Source: an optimization exercise on an open RTL-to-GDS flow (aim: small area). Production flows keep margins and buffers that such runs may drop.
In this exercise RTL edits were held to simulation tests only and were not proved equivalent to the original.
The flow treats the clock pin as an ideal source. Dropping or thinning the clock tree relies on that and would not hold on a real chip.
Power figures rest on the tool's default switching activity, not on a simulated workload.

## job 7443
==> flow/design.v <==
module uart(txd,rxd,sysclk,reset);
output reg txd;
input rxd;
input sysclk,reset;
reg [1:0] ba; reg [2:0] bb; reg [4:0] bk;
always @(posedge sysclk)
  if (reset) begin ba <= 2'd0; bb <= 3'd0; bk <= 5'd0; end
  else begin
    ba <= {~ba[0], ba[1]^ba[0]};
    bb <= {~bb[1:0], bb[2]^bb[0]};
    bk <= {~bk[3:0], bk[4]^bk[1]};
  end
wire tick = (ba == 2'd2) && (bb == 3'd1) && (bk == 5'd9);
reg [3:0] rh, rl;
wire ridle = (rh == 4'd15);
always @(posedge sysclk)
  if (tick) rl <= (ridle && ~rxd) ? 4'd0 : rl + 4'd1;
always @(posedge sysclk)
  if (reset) rh <= 4'd15;
  else if (tick) begin
    if (ridle) begin
      if (~rxd) rh <= 4'd0;
    end else if (rh == 4'd10) rh <= 4'd15;    
    else if (rl == 4'd15) rh <= rh + 4'd1;
  end
reg [7:0] rx;
integer i;
always @(posedge sysclk)
  for (i = 0; i < 8; i = i + 1)
    if (tick && rl == 4'd8 && rh == i + 1)
      rx[i] <= rxd;
wire rxn = (rh == 4'd9) && (rl[3:1] == 3'd6);    
wire rxdone = (rh == 4'd9) && (rl == 4'd12);
reg [7:0] sp;
reg ready;
wire [3:0] sh = sp[7:4];
wire [3:0] sl = sp[3:0];
always @(posedge sysclk)
  if (reset) begin
    sp <= 8'ha1;
    ready <= 1'b0;
  end else if (tick) begin
    if (sp == 8'ha1) begin
      if (ready) sp <= 8'hfd;
    end else if (sp == 8'hfd && rxn) sp <= 8'hfc;
    else if (sp != 8'hfc) sp <= sp + 8'd1;
    if (rxn) ready <= 1'b1;
    else if (sp == 8'hfd) ready <= 1'b0;
  end
reg [6:0] tb;
always @(posedge sysclk)
  for (i = 0; i < 7; i = i + 1)
    if (tick && ((rxdone && !(sp == 8'hff || sh <= i)) || (sl == 4'd0 && sh == i + 1)))
      tb[i] <= rx[i] ^ rx[7];
reg bitv;
always @(*)
  case (sh)
    4'd0:  bitv = 1'b0;
    4'd1:  bitv = tb[0];
    4'd2:  bitv = tb[1];
    4'd3:  bitv = tb[2];
    4'd4:  bitv = tb[3];
    4'd5:  bitv = tb[4];
    4'd6:  bitv = tb[5];
    4'd7:  bitv = tb[6];
    4'd8:  bitv = 1'b0;
    default: bitv = 1'b1;
  endcase
always @(posedge sysclk)
  if (reset) txd <= 1'b1;
  else if (tick && sl == 4'd0 && sh <= 4'd9)
    txd <= bitv;
endmodule
clock: 10.0 ns
lec_check: 0
cap_margin: 20
core_margin: 2
core_utilization: 40
slew_margin: 20
standard.sh (not shown) runs the stock make flow with config.mk's settings and CLKGATE_MAP_FILE= SYNTH_SCRIPT=/design/flow/synth_recipe.tcl, a recipe that flattens the netlist after the stock synthesis.
==> flow/flow/run.sh <==
#!/bin/bash
# Layout flow: the standard flow, with these changes:
#  1. the combinational logic of the standard synthesis is re-mapped with
#     several area-oriented ABC scripts (some with SAT-based AIG resynthesis,
#     &deepsyn), in parallel; the smallest result that is proven equivalent
#     to the standard netlist is used (flip-flops untouched: same instances,
#     names and cell types);
#  3. everything else is standard.sh unchanged.
# Each tool's output goes to a log file of its own in this folder.
set -euo pipefail
W=$(pwd)
F=$W/flow
R=$W/orfs/results/$FLOW_PLATFORM/uart/base
LIB=$FLOW_HOME/platforms/$FLOW_PLATFORM/lib/sky130_fd_sc_hd__tt_025C_1v80.lib
JOBS=${NUM_CORES:-4}

bash standard.sh synth > synth.log 2>&1
cp $R/1_2_yosys.v $W/std_netlist.v

mkdir -p $W/remap
run_remap() {
  local name=$1 scripts=$2
  mkdir -p $W/remap/$name.d
  (cd $W/remap/$name.d && REMAP_LIB=$LIB REMAP_IN=$W/std_netlist.v REMAP_OUT=$W/remap/$name.v \
    REMAP_TOP=$FLOW_TOP REMAP_SCRIPTS=$scripts timeout 900 yosys -c $F/remap.tcl > $W/remap/$name.log 2>&1) || true
}
run_remap classic $F/t5.script,$F/u4.script,$F/w3.script,$F/w4.script,$F/s1.script,$F/t10.script,$F/a2.script &
n=1
for s in $F/ds*.script; do
  run_remap $(basename $s .script) $s &
  n=$((n + 1))
  if [ $n -ge $JOBS ]; then wait -n || true; n=$((n - 1)); fi
done
wait

# Candidates from smallest to largest area; use the first one proven equivalent.
for st in $(ls $W/remap/*.v.stat 2> /dev/null); do
  a=$(awk '/Chip area for module/ {print $NF}' $st)
  [ -n "$a" ] && echo "$a ${st%.stat}"
done | sort -n > $W/remap/candidates.txt
cat $W/remap/candidates.txt > remap.log
used=std
mkdir -p $W/eq
while read -r a v; do
  cp $W/std_netlist.v $W/eq/gold.v
  sed -E 's/\b_([0-9]+)_\b/_g\1_/g' $v > $W/eq/gate.v
  sed -e "s#LIB#$LIB#" -e "s#TOP#$FLOW_TOP#" $F/equiv.ys > $W/eq/equiv.ys
  if (cd $W/eq && timeout 900 yosys -q equiv.ys) >> equiv.log 2>&1; then
    echo "$v ($a) proven equivalent; using it" >> equiv.log
    cp $v $R/1_2_yosys.v
    used=$v
    break
  else
    echo "$v ($a) not proven equivalent" >> equiv.log
  fi
done < $W/remap/candidates.txt
echo "netlist used: $used" >> equiv.log
if [ "$used" != std ]; then
  bash standard.sh synth > synth_odb.log 2>&1
fi

export BUFFER_PORTS_ARGS="-buffer_cell sky130_fd_sc_hd__buf_1"
export CTS_ARGS="-sink_clustering_enable -repair_clock_nets -dont_use_dummy_load"
export FLOW_CLOCK_PORT=sysclk
export POST_CTS_TCL=$F/post_cts.tcl
bash standard.sh > layout.log 2>&1
==> flow/flow/ds1.script <==
&get -n
&st
&deepsyn -T 90 -S 1
&dch -f
&nf -R 1000
&st
&dch -f
&nf -R 1000
&put
==> flow/flow/ds10.script <==
&get -n
&st
&deepsyn -T 90 -S 10
&dch -f
&nf -R 1000
&st
&dch -f
&nf -R 1000
&put
==> flow/flow/ds11.script <==
&get -n
&st
&deepsyn -T 90 -S 11
&dch -f
&nf -R 1000
&st
&dch -f
&nf -R 1000
&put
==> flow/flow/ds2.script <==
&get -n
&st
&deepsyn -T 90 -S 2
&dch -f
&nf -R 1000
&st
&dch -f
&nf -R 1000
&put
==> flow/flow/ds3.script <==
&get -n
&st
&deepsyn -T 90 -S 3
&dch -f
&nf -R 1000
&st
&dch -f
&nf -R 1000
&put
==> flow/flow/ds4.script <==
&get -n
&st
&deepsyn -T 90 -S 4
&dch -f
&nf -R 1000
&st
&dch -f
&nf -R 1000
&put
==> flow/flow/ds5.script <==
&get -n
&st
&deepsyn -T 90 -S 5
&dch -f
&nf -R 1000
&st
&dch -f
&nf -R 1000
&put
==> flow/flow/ds6.script <==
&get -n
&st
&deepsyn -T 90 -S 6
&dch -f
&nf -R 1000
&st
&dch -f
&nf -R 1000
&put
==> flow/flow/ds7.script <==
&get -n
&st
&deepsyn -T 90 -S 7
&dch -f
&nf -R 1000
&st
&dch -f
&nf -R 1000
&put
==> flow/flow/ds8.script <==
&get -n
&st
&deepsyn -T 90 -S 8
&dch -f
&nf -R 1000
&st
&dch -f
&nf -R 1000
&put
==> flow/flow/ds9.script <==
&get -n
&st
&deepsyn -T 90 -S 9
&dch -f
&nf -R 1000
&st
&dch -f
&nf -R 1000
&put
==> flow/flow/post_cts.tcl <==
set block [ord::get_db_block]
set block [ord::get_db_block]
foreach port_net [list [$block findNet $::env(FLOW_CLOCK_PORT)]] {
  set its [$port_net getITerms]
  if { [llength $its] != 1 } { continue }
  set root [[lindex $its 0] getInst]
  if { ![string match sky130_fd_sc_hd__clkbuf_* [[$root getMaster] getName]] } { continue }
  set out_net ""
  foreach it [$root getITerms] {
    if { [$it isOutputSignal] } { set out_net [$it getNet] }
  }
  if { $out_net == "" } { continue }
  set loads [$out_net getITerms]
  set ok [expr {[llength $loads] >= 2 && [llength $loads] <= 5}]
  foreach it $loads {
    if { $it == [lindex [$root getITerms] 0] } { continue }
    set inst [$it getInst]
    if { $inst == $root } { continue }
    if { ![string match sky130_fd_sc_hd__clkbuf_* [[$inst getMaster] getName]] } { set ok 0 }
  }
  if { !$ok } { puts "post_cts: root buffer kept"; continue }
  set moved 0
  foreach it $loads {
    if { [$it getInst] == $root } { continue }
    $it disconnect
    $it connect $port_net
    incr moved
  }
  if { $moved > 4 } { error "post_cts: clock port would drive $moved cells" }
  odb::dbInst_destroy $root
  if { [llength [$out_net getITerms]] == 0 } { odb::dbNet_destroy $out_net }
  puts "post_cts: removed root clock buffer, port drives $moved leaf buffers"
}

proc my_leaf_slew { inst } {
  set mx 0
  foreach it [$inst getITerms] {
    if { ![$it isOutputSignal] } { continue }
    foreach s [[$it getNet] getITerms] {
      if { [$s getInst] == $inst } { continue }
      set pin [get_pins [[$s getInst] getName]/[[$s getMTerm] getName]]
      foreach k {slew_max_rise slew_max_fall} {
        set v [get_property $pin $k]
        if { $v > $mx } { set mx $v }
      }
    }
  }
  return $mx
}
estimate_parasitics -placement
foreach it [[$block findNet $::env(FLOW_CLOCK_PORT)] getITerms] {
  set inst [$it getInst]
  set old [[$inst getMaster] getName]
  if { $old != "sky130_fd_sc_hd__clkbuf_8" } { continue }
  replace_cell [$inst getName] sky130_fd_sc_hd__clkbuf_4
  estimate_parasitics -placement
  set s [my_leaf_slew $inst]
  if { $s > 0.100 } {
    replace_cell [$inst getName] $old
    estimate_parasitics -placement
    puts "post_cts: [$inst getName] kept $old (clkbuf_4 slew $s)"
  } else {
    puts "post_cts: [$inst getName] now clkbuf_4 (slew $s)"
  }
}
==> flow/flow/remap.tcl <==
# Re-map the combinational logic of the standard synthesis netlist with
# area-oriented ABC scripts and keep the smallest result. Flip-flops stay
# exactly as the standard synthesis made them (same instances, names and
# cell types); only the gates between them change.
set lib $::env(REMAP_LIB)
set top $::env(REMAP_TOP)
yosys read_liberty -lib $lib
yosys read_verilog -defer $::env(REMAP_IN)
yosys hierarchy -top $top
# Give the combinational cells their logic functions; keep sequential cells whole.
yosys read_liberty -overwrite -ignore_miss_func $lib
yosys hierarchy -top $top
yosys setattr -mod -set keep_hierarchy 1 sky130_fd_sc_hd__*df* sky130_fd_sc_hd__conb_1
yosys flatten
yosys opt_clean -purge
yosys design -save base
set abc_dont_use {-dont_use sky130_fd_sc_hd__probe_p_8 -dont_use sky130_fd_sc_hd__probec_p_8 -dont_use sky130_fd_sc_hd__lpflow_*}
proc area_of {lib top} {
  yosys select $top
  yosys tee -q -o area.tmp stat -liberty $lib
  yosys select -clear
  set f [open area.tmp]; set t [read $f]; close $f
  if { [regexp {Chip area for module '\\[^']*': ([0-9.]+)} $t -> a] } { return $a }
  return 1e9
}
set best ""
set best_area 1e9
foreach s [split $::env(REMAP_SCRIPTS) ","] {
  yosys design -load base
  if { [catch { yosys abc -liberty $lib -script $s {*}$abc_dont_use $top } err] } { puts "REMAP $s failed: $err"; continue }
  yosys opt_clean -purge
  set a [area_of $lib $top]
  puts "REMAP $s area $a"
  if { $a < $best_area } { set best_area $a; set best $s; yosys design -save best }
}
puts "REMAP best $best area $best_area"
if { $best == "" } { error "no re-mapping succeeded" }
yosys design -load best
yosys splitnets
yosys opt_clean -purge
yosys hilomap -singleton -hicell sky130_fd_sc_hd__conb_1 HI -locell sky130_fd_sc_hd__conb_1 LO
yosys select $top
yosys tee -o $::env(REMAP_OUT).stat stat -liberty $lib
yosys write_verilog -noattr -nohex -nodec -selected $::env(REMAP_OUT)
Other scripts of this flow, unchanged in this note and not shown: flow/flow/a2.script, flow/flow/equiv.ys, flow/flow/s1.script, flow/flow/t10.script, flow/flow/t5.script, flow/flow/u4.script, flow/flow/w3.script, flow/flow/w4.script
Job 7443 reached the final stage; the timing, design-rule and antenna checks on its layout passed.
Input-level comparison between job 2283 and job 7443:
- changing CAP_MARGIN from 20 to 0
-- flow/flow/run.sh --
<<< job 7443, line 4
#     several area-oriented ABC scripts (some with SAT-based AIG resynthesis,
#     &deepsyn), in parallel; the smallest result that is proven equivalent
#     to the standard netlist is used (flip-flops untouched: same instances,
#     names and cell types);
#  3. everything else is standard.sh unchanged.
>>> job 2283, line 4
#     several area-oriented ABC scripts (some with SAT-based AIG resynthesis,
#     &deepsyn), in parallel, starting both from the standard netlist and
#     from the same synthesis run with ORFS's area-oriented ABC script; the
#     smallest result proven equivalent to the standard netlist is used
#     (flip-flops untouched: same instances, names and cell types);
#  3. everything else is standard.sh unchanged.
<<< job 7443, line 19

mkdir -p $W/remap
run_remap() {
  local name=$1 scripts=$2
  mkdir -p $W/remap/$name.d
  (cd $W/remap/$name.d && REMAP_LIB=$LIB REMAP_IN=$W/std_netlist.v REMAP_OUT=$W/remap/$name.v \
    REMAP_TOP=$FLOW_TOP REMAP_SCRIPTS=$scripts timeout 900 yosys -c $F/remap.tcl > $W/remap/$name.log 2>&1) || true
}
run_remap classic $F/t5.script,$F/u4.script,$F/w3.script,$F/w4.script,$F/s1.script,$F/t10.script,$F/a2.script &
n=1
for s in $F/ds*.script; do
  run_remap $(basename $s .script) $s &
  n=$((n + 1))
>>> job 2283, line 20

# The same synthesis with ORFS's area-oriented ABC script, in a folder of its own.
sed -e "s#WORK_HOME=$W/orfs #WORK_HOME=$W/orfs_area ABC_AREA=1 #" standard.sh > standard_area.sh
if bash standard_area.sh synth > synth_area.log 2>&1; then
  cp $W/orfs_area/results/$FLOW_PLATFORM/uart/base/1_2_yosys.v $W/area_netlist.v
else
  cp $W/std_netlist.v $W/area_netlist.v
fi

mkdir -p $W/remap
run_remap() {
  local name=$1 in=$2 scripts=$3
  mkdir -p $W/remap/$name.d
  (cd $W/remap/$name.d && REMAP_LIB=$LIB REMAP_IN=$in REMAP_OUT=$W/remap/$name.v \
    REMAP_TOP=$FLOW_TOP REMAP_SCRIPTS=$scripts timeout 900 yosys -c $F/remap.tcl > $W/remap/$name.log 2>&1) || true
}
classic=$F/t5.script,$F/u4.script,$F/w3.script,$F/w4.script,$F/s1.script,$F/t10.script,$F/a2.script
jobs=("classic_std|$W/std_netlist.v|$classic" "classic_area|$W/area_netlist.v|$classic")
for s in $F/ds*.script; do
  b=$(basename $s .script)
  jobs+=("${b}_std|$W/std_netlist.v|$s" "${b}_area|$W/area_netlist.v|$s")
done
n=0
for job in "${jobs[@]}"; do
  IFS='|' read -r name in scripts <<< "$job"
  run_remap $name $in $scripts &
  n=$((n + 1))
==> flow/flow/ds1.script <==
&get -n
&st
&deepsyn -T 60 -S 1
&dch -f
&nf -R 1000
&st
&dch -f
&nf -R 1000
&put
==> flow/flow/ds2.script <==
&get -n
&st
&deepsyn -T 60 -S 2
&dch -f
&nf -R 1000
&st
&dch -f
&nf -R 1000
&put
==> flow/flow/ds3.script <==
&get -n
&st
&deepsyn -T 60 -S 3
&dch -f
&nf -R 1000
&st
&dch -f
&nf -R 1000
&put
==> flow/flow/ds4.script <==
&get -n
&st
&deepsyn -T 60 -S 4
&dch -f
&nf -R 1000
&st
&dch -f
&nf -R 1000
&put
==> flow/flow/ds5.script <==
&get -n
&st
&deepsyn -T 60 -S 5
&dch -f
&nf -R 1000
&st
&dch -f
&nf -R 1000
&put
==> flow/flow/ds6.script <==
&get -n
&st
&deepsyn -T 60 -S 6
&dch -f
&nf -R 1000
&st
&dch -f
&nf -R 1000
&put
==> flow/flow/ds7.script <==
&get -n
&st
&deepsyn -T 60 -S 7
&dch -f
&nf -R 1000
&st
&dch -f
&nf -R 1000
&put
==> flow/flow/ds8.script <==
&get -n
&st
&deepsyn -T 60 -S 8
&dch -f
&nf -R 1000
&st
&dch -f
&nf -R 1000
&put
-- flow/flow/post_cts.tcl --
<<< job 7443, line 57
  set s [my_leaf_slew $inst]
  if { $s > 0.100 } {
    replace_cell [$inst getName] $old
>>> job 2283, line 57
  set s [my_leaf_slew $inst]
  if { $s > 0.112 } {
    replace_cell [$inst getName] $old
removed: flow/flow/ds10.script
removed: flow/flow/ds11.script
removed: flow/flow/ds9.script
Notes after the runs:
- Shortest clock period the worst path allows after layout: job 2283 vs job 7443 down 0.33 ns
- Job 7443 vs job 2283, end of the critical path: rh[2] vs rh[3]
- Looking at final cycle utilization of the critical path, job 2283 sits 3.3 points lower than job 7443 does.
- In the flow results for job 2283 and job 7443, the core area is smaller on job 2283.
- The area of the multi-input gates of job 2283 and that of job 7443 are within noise of each other.
- On job 2283: reg-to-reg setup timing slack is 0.03 ns lower than what job 7443 gave.
- Taking job 2283 over job 7443, the clock power ratio works out to 0.947.
- Summary of job 2283 over job 7443: count of multi-input gates decreased by 2 relative to the old numbers; critical path depth decreased by 1 relative to the old numbers; final worst clock skew increased by 0.0066 ns relative to the old numbers; area of all placed cells without fillers decreased by 13 sq um relative to the old numbers.
Changes in job 8666 relative to job 2283:
- CAP_MARGIN now 20, was 0
-- flow/flow/post_cts.tcl --
<<< job 2283, line 57
  set s [my_leaf_slew $inst]
  if { $s > 0.112 } {
    replace_cell [$inst getName] $old
>>> job 8666, line 57
  set s [my_leaf_slew $inst]
  if { $s > 0.100 } {
    replace_cell [$inst getName] $old
Findings:
Initial detailed-routing violation count (job 8666 over job 2283): decrease, about 20%
Compared with job 2283, in job 8666 internal portion of total power rose by 4.3 uW; clock edge transition at the registers on the reported setup and hold paths was more or less identical; sequential share of cell area -0.17 points; final design utilization held steady.
Final area (job 8666 over job 2283): increase, 0.32%
[job 8666 vs job 2283] switching power share of the total: lower in job 8666
Edits applied to the flow inputs when going from job 8666 to job 9485:
-- flow/flow/run.sh --
<<< job 8666, line 4
#     several area-oriented ABC scripts (some with SAT-based AIG resynthesis,
#     &deepsyn), in parallel, starting both from the standard netlist and
#     from the same synthesis run with ORFS's area-oriented ABC script; the
#     smallest result proven equivalent to the standard netlist is used
#     (flip-flops untouched: same instances, names and cell types);
#  3. everything else is standard.sh unchanged.
>>> job 9485, line 4
#     several area-oriented ABC scripts (some with SAT-based AIG resynthesis,
#     &deepsyn), in parallel; the smallest result that is proven equivalent
#     to the standard netlist is used (flip-flops untouched: same instances,
#     names and cell types);
#  3. everything else is standard.sh unchanged.
<<< job 8666, line 20

# The same synthesis with ORFS's area-oriented ABC script, in a folder of its own.
sed -e "s#WORK_HOME=$W/orfs #WORK_HOME=$W/orfs_area ABC_AREA=1 #" standard.sh > standard_area.sh
if bash standard_area.sh synth > synth_area.log 2>&1; then
  cp $W/orfs_area/results/$FLOW_PLATFORM/uart/base/1_2_yosys.v $W/area_netlist.v
else
  cp $W/std_netlist.v $W/area_netlist.v
fi

mkdir -p $W/remap
run_remap() {
  local name=$1 in=$2 scripts=$3
  mkdir -p $W/remap/$name.d
  (cd $W/remap/$name.d && REMAP_LIB=$LIB REMAP_IN=$in REMAP_OUT=$W/remap/$name.v \
    REMAP_TOP=$FLOW_TOP REMAP_SCRIPTS=$scripts timeout 900 yosys -c $F/remap.tcl > $W/remap/$name.log 2>&1) || true
}
classic=$F/t5.script,$F/u4.script,$F/w3.script,$F/w4.script,$F/s1.script,$F/t10.script,$F/a2.script
jobs=("classic_std|$W/std_netlist.v|$classic" "classic_area|$W/area_netlist.v|$classic")
for s in $F/ds*.script; do
  b=$(basename $s .script)
  jobs+=("${b}_std|$W/std_netlist.v|$s" "${b}_area|$W/area_netlist.v|$s")
done
n=0
for job in "${jobs[@]}"; do
  IFS='|' read -r name in scripts <<< "$job"
  run_remap $name $in $scripts &
  n=$((n + 1))
>>> job 9485, line 19

mkdir -p $W/remap
run_remap() {
  local name=$1 scripts=$2
  mkdir -p $W/remap/$name.d
  (cd $W/remap/$name.d && REMAP_LIB=$LIB REMAP_IN=$W/std_netlist.v REMAP_OUT=$W/remap/$name.v \
    REMAP_TOP=$FLOW_TOP REMAP_SCRIPTS=$scripts timeout 900 yosys -c $F/remap.tcl > $W/remap/$name.log 2>&1) || true
}
run_remap classic $F/t5.script,$F/u4.script,$F/w3.script,$F/w4.script,$F/s1.script,$F/t10.script,$F/a2.script &
n=1
for s in $F/ds*.script; do
  run_remap $(basename $s .script) $s &
  n=$((n + 1))
==> flow/flow/ds1.script <==
&get -n
&st
&deepsyn -T 120 -S 1
&dch -f
&nf -R 1000
&st
&dch -f
&nf -R 1000
&put
==> flow/flow/ds2.script <==
&get -n
&st
&deepsyn -T 120 -S 2
&dch -f
&nf -R 1000
&st
&dch -f
&nf -R 1000
&put
==> flow/flow/ds3.script <==
&get -n
&st
&deepsyn -T 120 -S 3
&dch -f
&nf -R 1000
&st
&dch -f
&nf -R 1000
&put
==> flow/flow/ds4.script <==
&get -n
&st
&deepsyn -T 120 -S 4
&dch -f
&nf -R 1000
&st
&dch -f
&nf -R 1000
&put
==> flow/flow/ds5.script <==
&get -n
&st
&deepsyn -T 120 -S 5
&dch -f
&nf -R 1000
&st
&dch -f
&nf -R 1000
&put
==> flow/flow/ds6.script <==
&get -n
&st
&deepsyn -T 120 -S 6
&dch -f
&nf -R 1000
&st
&dch -f
&nf -R 1000
&put
==> flow/flow/ds7.script <==
&get -n
&st
&deepsyn -T 120 -S 7
&dch -f
&nf -R 1000
&st
&dch -f
&nf -R 1000
&put
-- flow/flow/remap.tcl --
<<< job 8666, line 33
  puts "REMAP $s area $a"
  if { $a < $best_area } { set best_area $a; set best $s; yosys design -save best }
}
puts "REMAP best $best area $best_area"
if { $best == "" } { error "no re-mapping succeeded" }
yosys design -load best
yosys splitnets
>>> job 9485, line 33
  puts "REMAP $s area $a"
  if { $a < $best_area } { set best_area $a; set best $s }
}
puts "REMAP best $best area $best_area"
yosys design -load base
yosys abc -liberty $lib -script $best {*}$abc_dont_use $top
yosys opt_clean -purge
yosys splitnets
removed: flow/flow/ds8.script
## What came out
Compare job 8666 and job 9485 | final critical delay including setup and external delays higher: job 9485
Higher non-clock buffer count was reported by job 8666, not job 9485.
Job 9485 reports a higher die width than job 8666 does.
Global-route met1 utilization: job 8666 and job 9485 compared, higher one is job 9485
Job 8666 → job 9485: sequential share of layout area lower, number of design-rule violations left by the first detailed-router iteration higher, post-route cell area higher.
| largest fanout on the critical path | job 9485 vs job 8666 | 3 lower |
Depth of the critical timing path with buffers and inverters included, job 8666 and job 9485: larger value in job 8666
[job 9485] global-route usage rose 0.29 points relative to job 8666
Job 8666 and job 9485 ended up with roughly the same area of combinational cells with multiple inputs.

re-timing with driven ports:
In the flow no input, the clock included, has a driving cell. The finished layouts below were timed again as built, in two steps. Step 1 assumes that a clkbuf_16 drives the clock port and a buf_2 every other input. Step 2 moves the port delays by t, midway between the first and last clock arrival at a register: inputs arrive t later, outputs are due t later. That takes back most of the time a late clock gives input paths. Slacks: ideal ports / drivers / drivers and shift; pairs: ideal ports / drivers.
run	t, ns	setup WS [ns]	clock arrival spread, ns	slew at the worst register clock pin (ns)
job 7443	0.193	6.681 / 6.708 / 6.515	0.020 / 0.021	0.09 / 0.09
job 2283	0.196	7.012 / 7.018 / 6.843	0.027 / 0.027	0.10 / 0.10
job 8666	0.195	6.981 / 6.981 / 6.847	0.033 / 0.033	0.10 / 0.10
job 9485	0.193	6.681 / 6.708 / 6.515	0.020 / 0.021	0.09 / 0.09
After both steps every run listed still meets setup and hold. The setup slack of job 2283, which loses most, moves by +0.006 ns with the drivers and by -0.169 ns with both steps.
